What follows belongs to an exercise in optimizing a design on an open flow for small area; a production flow would make more cautious choices.
No functional check of the RTL was part of this run.
Power is estimated from default activity; no workload was simulated.

$ cat flow/design.v
module lpf_add_s	(	x,
			y,
			s);
input	[19:0]	x;
input	[19:0]	y;
output	[19:1]	s;
wire	[20:1]	c;
assign c[1] = x[0] | y[0];
genvar j;
generate
	for (j = 1; j < 20; j = j + 1) begin : g_s
		assign s[j] = x[j] ^ y[j] ^ c[j];
		assign c[j+1] = (x[j] & y[j]) | (c[j] & (x[j] ^ y[j]));
	end
endgenerate
endmodule
module lpf_add_d	(	x,
			y,
			s);
input	[20:0]	x;
input	[20:0]	y;
output	[20:0]	s;
wire	[21:0]	c;
assign c[0] = 1'b0;
genvar j;
generate
	for (j = 0; j < 21; j = j + 1) begin : g_d
		assign s[j] = x[j] ^ y[j] ^ c[j];
		assign c[j+1] = (x[j] & y[j]) | (c[j] & (x[j] ^ y[j]));
	end
endgenerate
endmodule
module lpf_add_v	(	x,
			y,
			s);
input	[19:0]	x;
input	[19:0]	y;
output	[19:0]	s;
wire	[20:0]	c;
assign c[0] = 1'b0;
genvar j;
generate
	for (j = 0; j < 20; j = j + 1) begin : g_v
		assign s[j] = x[j] ^ y[j] ^ c[j];
		assign c[j+1] = (x[j] & y[j]) | (c[j] & (x[j] ^ y[j]));
	end
endgenerate
endmodule
module lpf_cascade	(	clk,
				rst,
				sample_clk,
				k,
				vin,
				vout,
				vout_valid);
input		clk;
input		rst;
input		sample_clk;
input	[3:0]	k;
input	[13:0]	vin;
output	[19:0]	vout;
output		vout_valid;
reg		vout_valid;
reg		sample_clk_old;
reg	[13:0]	vin_h;
reg	[3:0]	k_h;
reg	[2:0]	ph;
reg	[1:0]	clr_n;
reg		pend;
reg		run;
reg		run2;
reg	[19:0]	V0, V1, V2, V3, V4;
reg	[19:0]	W0, W1, W2, W3, W4;
reg	[20:0]	d_r;
wire		sample = sample_clk & !sample_clk_old;
wire		ph4 = (ph == 3'd4);
wire		clr = (clr_n != 2'd0);
wire	[19:0]	in_n = ~((ph4 & !clr) ? {vin_h, 6'b000000} : V1);
wire	[14:0]	keep;
wire	[20:0]	vm;
wire	[19:1]	s_n;
wire	[20:0]	d_n;
wire signed	[20:0]	d_s = d_r;
wire	[20:0]	sh = d_s >>> k_h;
wire	[19:0]	vn;
genvar j;
generate
	for (j = 0; j < 15; j = j + 1) begin : g_m
		assign keep[j] = (k_h <= j);
	end
endgenerate
assign vm = {V0[19], V0[19:15], V0[14:0] & keep};
lpf_add_s	ADD_S	(	.x(in_n),
				.y(W0),
				.s(s_n));
lpf_add_d	ADD_D	(	.x({s_n[19], s_n[19], s_n[19:1]}),
				.y(vm),
				.s(d_n));
lpf_add_v	ADD_V	(	.x(V4),
				.y(sh[19:0]),
				.s(vn));
assign vout = V3;
always @(posedge clk) begin
	sample_clk_old <= sample_clk & !rst;
	if (sample) begin
		vin_h <= vin;
		k_h <= k;
	end
	if (rst) begin
		ph <= 3'd3;
		clr_n <= 2'd2;
		pend <= 1'b0;
		run <= 1'b0;
		run2 <= 1'b0;
		vout_valid <= 1'b0;
	end else begin
		ph <= ph4 ? 3'd0 : ph + 3'd1;
		if (ph4) begin
			if (clr)
				clr_n <= clr_n - 2'd1;
			run <= (pend | sample) & (clr_n[1] == 1'b0);
			pend <= (pend | sample) & clr_n[1];
		end else begin
			pend <= pend | sample;
		end
		run2 <= run;
		vout_valid <= run2 & (ph == 3'd1);
	end
	d_r <= ~(d_n | {21{!run}});
	V0 <= V1;
	V1 <= V2;
	V2 <= V3;
	V3 <= (rst | clr) ? 20'd0 : vn;
	V4 <= V0;
	W0 <= W1;
	W1 <= W2;
	W2 <= W3;
	W3 <= W4;
	W4 <= (run | clr) ? in_n : W0;
end
endmodule
$ cat flow/flow/run.sh
#!/bin/bash
# Standard ORFS layout (the standard.sh) with a single small buffer on
# each port and a clock tree built from small clock buffers without dummy
# loads. Each tool's output goes to standard.log.
set -euo pipefail
export BUFFER_PORTS_ARGS="-buffer_cell sky130_fd_sc_hd__buf_1"
export CTS_ARGS="-sink_clustering_enable -repair_clock_nets -dont_use_dummy_load -buf_list {sky130_fd_sc_hd__clkbuf_4 sky130_fd_sc_hd__clkbuf_8} -sink_clustering_size 20 -sink_clustering_max_diameter 60"
bash standard.sh > standard.log 2>&1
$ cat flow/standard.sh
#!/bin/bash
# synth_recipe.tcl (not shown) runs the flow's synth.tcl, then flattens the netlist and writes it again
# the make line also repeats each setting of config.mk as NAME=value (left out here)
make -C /OpenROAD-flow-scripts/flow DESIGN_CONFIG=/design/flow/config.mk WORK_HOME=/design/flow/orfs CLKGATE_MAP_FILE= SYNTH_SCRIPT=/design/flow/synth_recipe.tcl "${@:-finish}"
$ cat flow/config.mk
export PLATFORM = sky130hd
export DESIGN_NAME = lpf_cascade
export DESIGN_NICKNAME = lpf_cascade
export VERILOG_FILES = /design/flow/design.v
export SDC_FILE = /design/flow/constraint.sdc
export NUM_CORES = 4
export LEC_CHECK = 0
export ABC_AREA = 0
export CAP_MARGIN = 20
export CORE_MARGIN = 2
export CORE_UTILIZATION = 40
export PLACE_DENSITY = 0.6
export SLEW_MARGIN = 20
export SYNTH_HIERARCHICAL = 1
export SYNTH_MINIMUM_KEEP_SIZE = 0
$ cat flow/constraint.sdc
create_clock -name core_clock -period 10.0 [get_ports {clk}]
set_input_delay 2.0000 -clock core_clock [delete_from_list [all_inputs] [get_ports {clk}]]
set_output_delay 2.0000 -clock core_clock [all_outputs]
set_load 0.01 [all_outputs]
==> run notes <==
## what timing repair did
action	CTS	global route
buffers inserted	0	4
setup endpoints to repair	1	2
resized for setup	1	6
## modules after synthesis (local to each module, per instance)
module | cell area [um2] | flops+latches
lpf_cascade | 7333 | 249
lpf_add_s | 390.4 | 0
lpf_add_d | 416.6 | 0
lpf_add_v | 396.6 | 0
## worst max path at each step
| stage | depth (start not counted) | slack [ps] | endpoint |
|---|---|---|---|
| 2_1_floorplan | 31 | 30 | d_r[20]$_DFF_P_ |
| 3_3_place_gp | 28 | 110 | d_r[20]$_DFF_P_ |
| 3_5_place_dp | 28 | -50 | d_r[20]$_DFF_P_ |
| 4_1_cts | 28 | 40 | d_r[20]$_DFF_P_ |
| 5_1_grt | 26 | 10 | V3[19]$_SDFF_PP0_ |
| 6_report | 26 | 280 | V3[19]$_SDFF_PP0_ |
## placed cells by master, fill, tap and decap left out, types with 2 or more instances in the layout
| cell type | instances |
|---|---|
| and3_1 | 6 |
| mux4_2 | 18 |
| nor3_1 | 3 |
| a21boi_0 | 2 |
| xor3_1 | 3 |
| mux2i_1 | 26 |
| dfxtp_1 | 230 |
| o21a_1 | 4 |
| a31oi_1 | 7 |
| buf_4 | 19 |
| inv_1 | 5 |
| fa_2 | 17 |
| mux4_1 | 2 |
| a21o_1 | 2 |
| fa_1 | 38 |
| nor2_1 | 22 |
| nand2_1 | 24 |
| mux2_4 | 2 |
| o31ai_1 | 2 |
| a221oi_1 | 2 |
| or2_2 | 3 |
| clkbuf_8 | 18 |
| nand3_1 | 2 |
| a21oi_1 | 7 |
| nor2b_1 | 26 |
| buf_1 | 41 |
| and2_1 | 23 |
| a22oi_1 | 3 |
| ha_1 | 6 |
| o21ai_0 | 15 |
| edfxtp_1 | 18 |
| mux2_2 | 28 |
| nand2b_1 | 2 |
| nor2b_2 | 2 |
## cell type report
| cell class | count | area [um2] |
|---|---|---|
| Inverter | 5 | 18.77 |
| Sequential cell | 249 | 5166 |
| Multi-Input combinational cell | 303 | 3262 |
| Tap cell | 275 | 344.1 |
| Timing Repair Buffer | 60 | 296.5 |
| Fill cell | 1938 | 11620 |
| Clock buffer | 18 | 247.7 |
## metal layers
| metal | routed length (um) | part of all wire [%] | global-route usage (%) |
|---|---|---|---|
| met3 | 487 | 3.2 | 2.485 |
| met1 | 7153 | 47 | 19.54 |
| met4 | 307 | 2.0 | 3.349 |
| met5 | 0 | 0 | 0 |
| met2 | 7114 | 47 | 22.95 |
## per-stage QoR
stage          setup slack [ps]  std cells  setup TNS (ps)  hold WS [ps]  area, um2
2_1_floorplan             26.20        584               0         309.6       8591
3_5_place_dp             -49.13        888          -49.13         312.1       9041
6_report                  278.2        910               0         288.7       9335
3_3_place_gp              108.1        888               0         310.2       9041
4_1_cts                   43.41        906               0         297.1       9291
5_1_grt                   11.89        910               0         288.8       9335
## sequential cells by signal, summed over array words and instances, names as in the netlist, 2 cells and up
name and flops:
V4 20, W1 20, ph 3, W3 20
vin_h 14, d_r 21, W0 20, V3 20
W2 20, clr_n 2, V1 20, V2 20
W4 20, V0 20, k_h 4
## worst register-to-register path, stage by stage (launching register included)
cell      delay (ps)
edfxtp_1         460
buf_4            150
mux4_2           550
mux2_2           310
nand2_1           70
o21ai_0          150
ha_1             250
fa_1             400
fa_1             400
fa_1             400
fa_1             390
fa_1             390
fa_1             420
fa_1             390
fa_1             400
fa_1             410
fa_1             380
fa_1             410
fa_1             390
fa_1             390
fa_1             390
fa_1             410
fa_1             420
fa_1             410
fa_1             400
xor3_1           360
and2_1           150
## logic make-up after synthesis
logic type | share of synthesized area, %
xor gates and xnor gates | 0.9380
and+or+nand+nor | 7.021
adders and majority gates | 13.78
muxes | 12.46
AOI/OAI and AO/OA | 3.459
DFF | 60.50
buffers and inverters | 1.847
## power breakdown
part / total [uW] / internal [uW] / switching [uW]
Sequential: 1020 / 1010 / 5.65
Combinational: 49.4 / 20.8 / 28.6
Clock: 444 / 163 / 281
Total: 1510 / 1200 / 315
==> results.yml <==
outcome:
  status: "complete, no violations"
clock_network:
  tritoncts: "built"
  cts-root-buf: "clkbuf_8"
  path_clk_slew_ps: 110
  cts_sinks: 249
  max-clock-path-buffers: 3
  cts.hold.buffers_added: 0
  clkLatencyLatePin_ps: 520
  htreeDepth: 1
  numCtsBuffers: 18
floorplan:
  initial_core_util_pct: 40.74
  fp.dieW_um: 150.1
  die_h_um: 150.1
  ios: 42
  die-area_mm2: 0.02253
  core-area_mm2: 0.02096
  num_rows: 53
detailed_routing:
  drt_iter0_markers: 149
  drc: 0
  wl_per_cell_um: 16.55
  vias: 4246
  ant_nets: 0
  via_per_inst: 4.666
  firstDrtPassIters: 4
  drt-total-wl_mm: 15.06
sta:
  rsz0062_at_grt: "false"
  finalSetupViolations: 0
  finalCriticalPeriod_ps: 9722
  fmax_ghz: 0.1029
  worst_slew_pin_slew_ps: 895.5
  slew_violations: 0
  finalCritPeriodShare_pct: 97.22
  slew_headroom_pct: 40.03
  skew_ps: 64.16
  hold_viol: 0
worst_setup_path:
  worstPathArrival_ps: 10150
  crit_buf_inv: 1
  setup.worst_path.start: "k_h[0]$_DFFE_PP_"
  cp-start-kind: "register"
  cp_max_fo: 5
  reg2reg_from: "k_h[0]$_DFFE_PP_"
  rr_endpoint: "V3[19]$_SDFF_PP0_"
  cp_top_family: "adder cells"
  rrSetupSlack_ps: 280
  crit_path_end_kind: "register"
  cp_slowest_cell: "mux4_2"
  reg2regPathDepth: 26
  cpMostUsedCell: "fa_1"
  required_ps: 10420
  cpPeakStageDelay_ps: 550
  path_class: "reg2reg"
synthesis:
  synth_area_leaders: "dfxtp_1, fa_1, edfxtp_1"
  yosys_register_bits: 249
  synthCells: 584
  yosysTopAreaCellShare_pct: 54.17
  syn-cell-area_mm2: 0.008537
  synthArstFlopShare_pct: 0
  yosys.area.top_type: "dfxtp_1"
  syn_area_per_cell_um2: 14.62
  ys_types: 41
  synth_commonest_cells: "dfxtp_1, fa_1, mux2_2, nor2b_1, mux2i_1"
  synth_edf_count: 18
  synthFlopType: "dfxtp_1"
  synth-seq-area-share_pct: 60.50
  syn_nets: 666
  synth_warnings: 7
  synth.most_common_cell: "dfxtp_1"
final_layout:
  final_util_pct: 44.55
  syn2layout_area_growth_pct: 9.351
  nets: 719
  diodes: 0
  drive_gt1_share_pct: 17.01
worst_hold_path:
  hp-class: "reg2reg"
  holdCritStartpoint: "V2[4]$_DFF_P_"
  holdPathEnd: "V1[4]$_DFF_P_"
  min_path_cells: 0
grt:
  grt_pass1_wl_mm: 24.61
  grt_use_total_pct: 14.03
  grt_max_degree: 27
  grt_pass1_vias: 4521
  antenna_found_initial: 0
  gr-total-overflow: 0
place:
  gp_congestion: 0.8550
  io_buffers: 41
  place_hpwl_mm: 10.80
pwr:
  p_leak_uw: 0.003553
  power.density_mw_per_mm2: 161.8
  totalPowerFinal_uw: 1511
  ir_worst_vdd_mv: 0.1162
flow_run:
  max-cap-violations: 0

-- port drivers added, routing unchanged --
In the flow no input, the clock included, has a driving cell. The finished layout below was timed again as built, in two steps.
Step 1 assumes that a clkbuf_16 drives the clock port and a buf_2 every other input.
Step 2 adds t to the input delays and takes it off the output delays; t is the mean of the earliest and latest rising clock arrival at the registers after step 1. Input paths then give back, and output paths get back, about the clock's delay inside the block.
a / b / c = ideal / step 1 / step 2; a / b = the first two.
shift t [ns]: 0.530
setup WS [ns]: 0.278 / 0.278 / 0.278
worst setup path at the end: register to register
worst slew at a driven data input, ns: 0.04
cell pins on the clock port's net: 1
After both steps this run still meets setup and hold. The setup slack of this run moves by 0.000 ns with the drivers and by 0.000 ns with both steps.
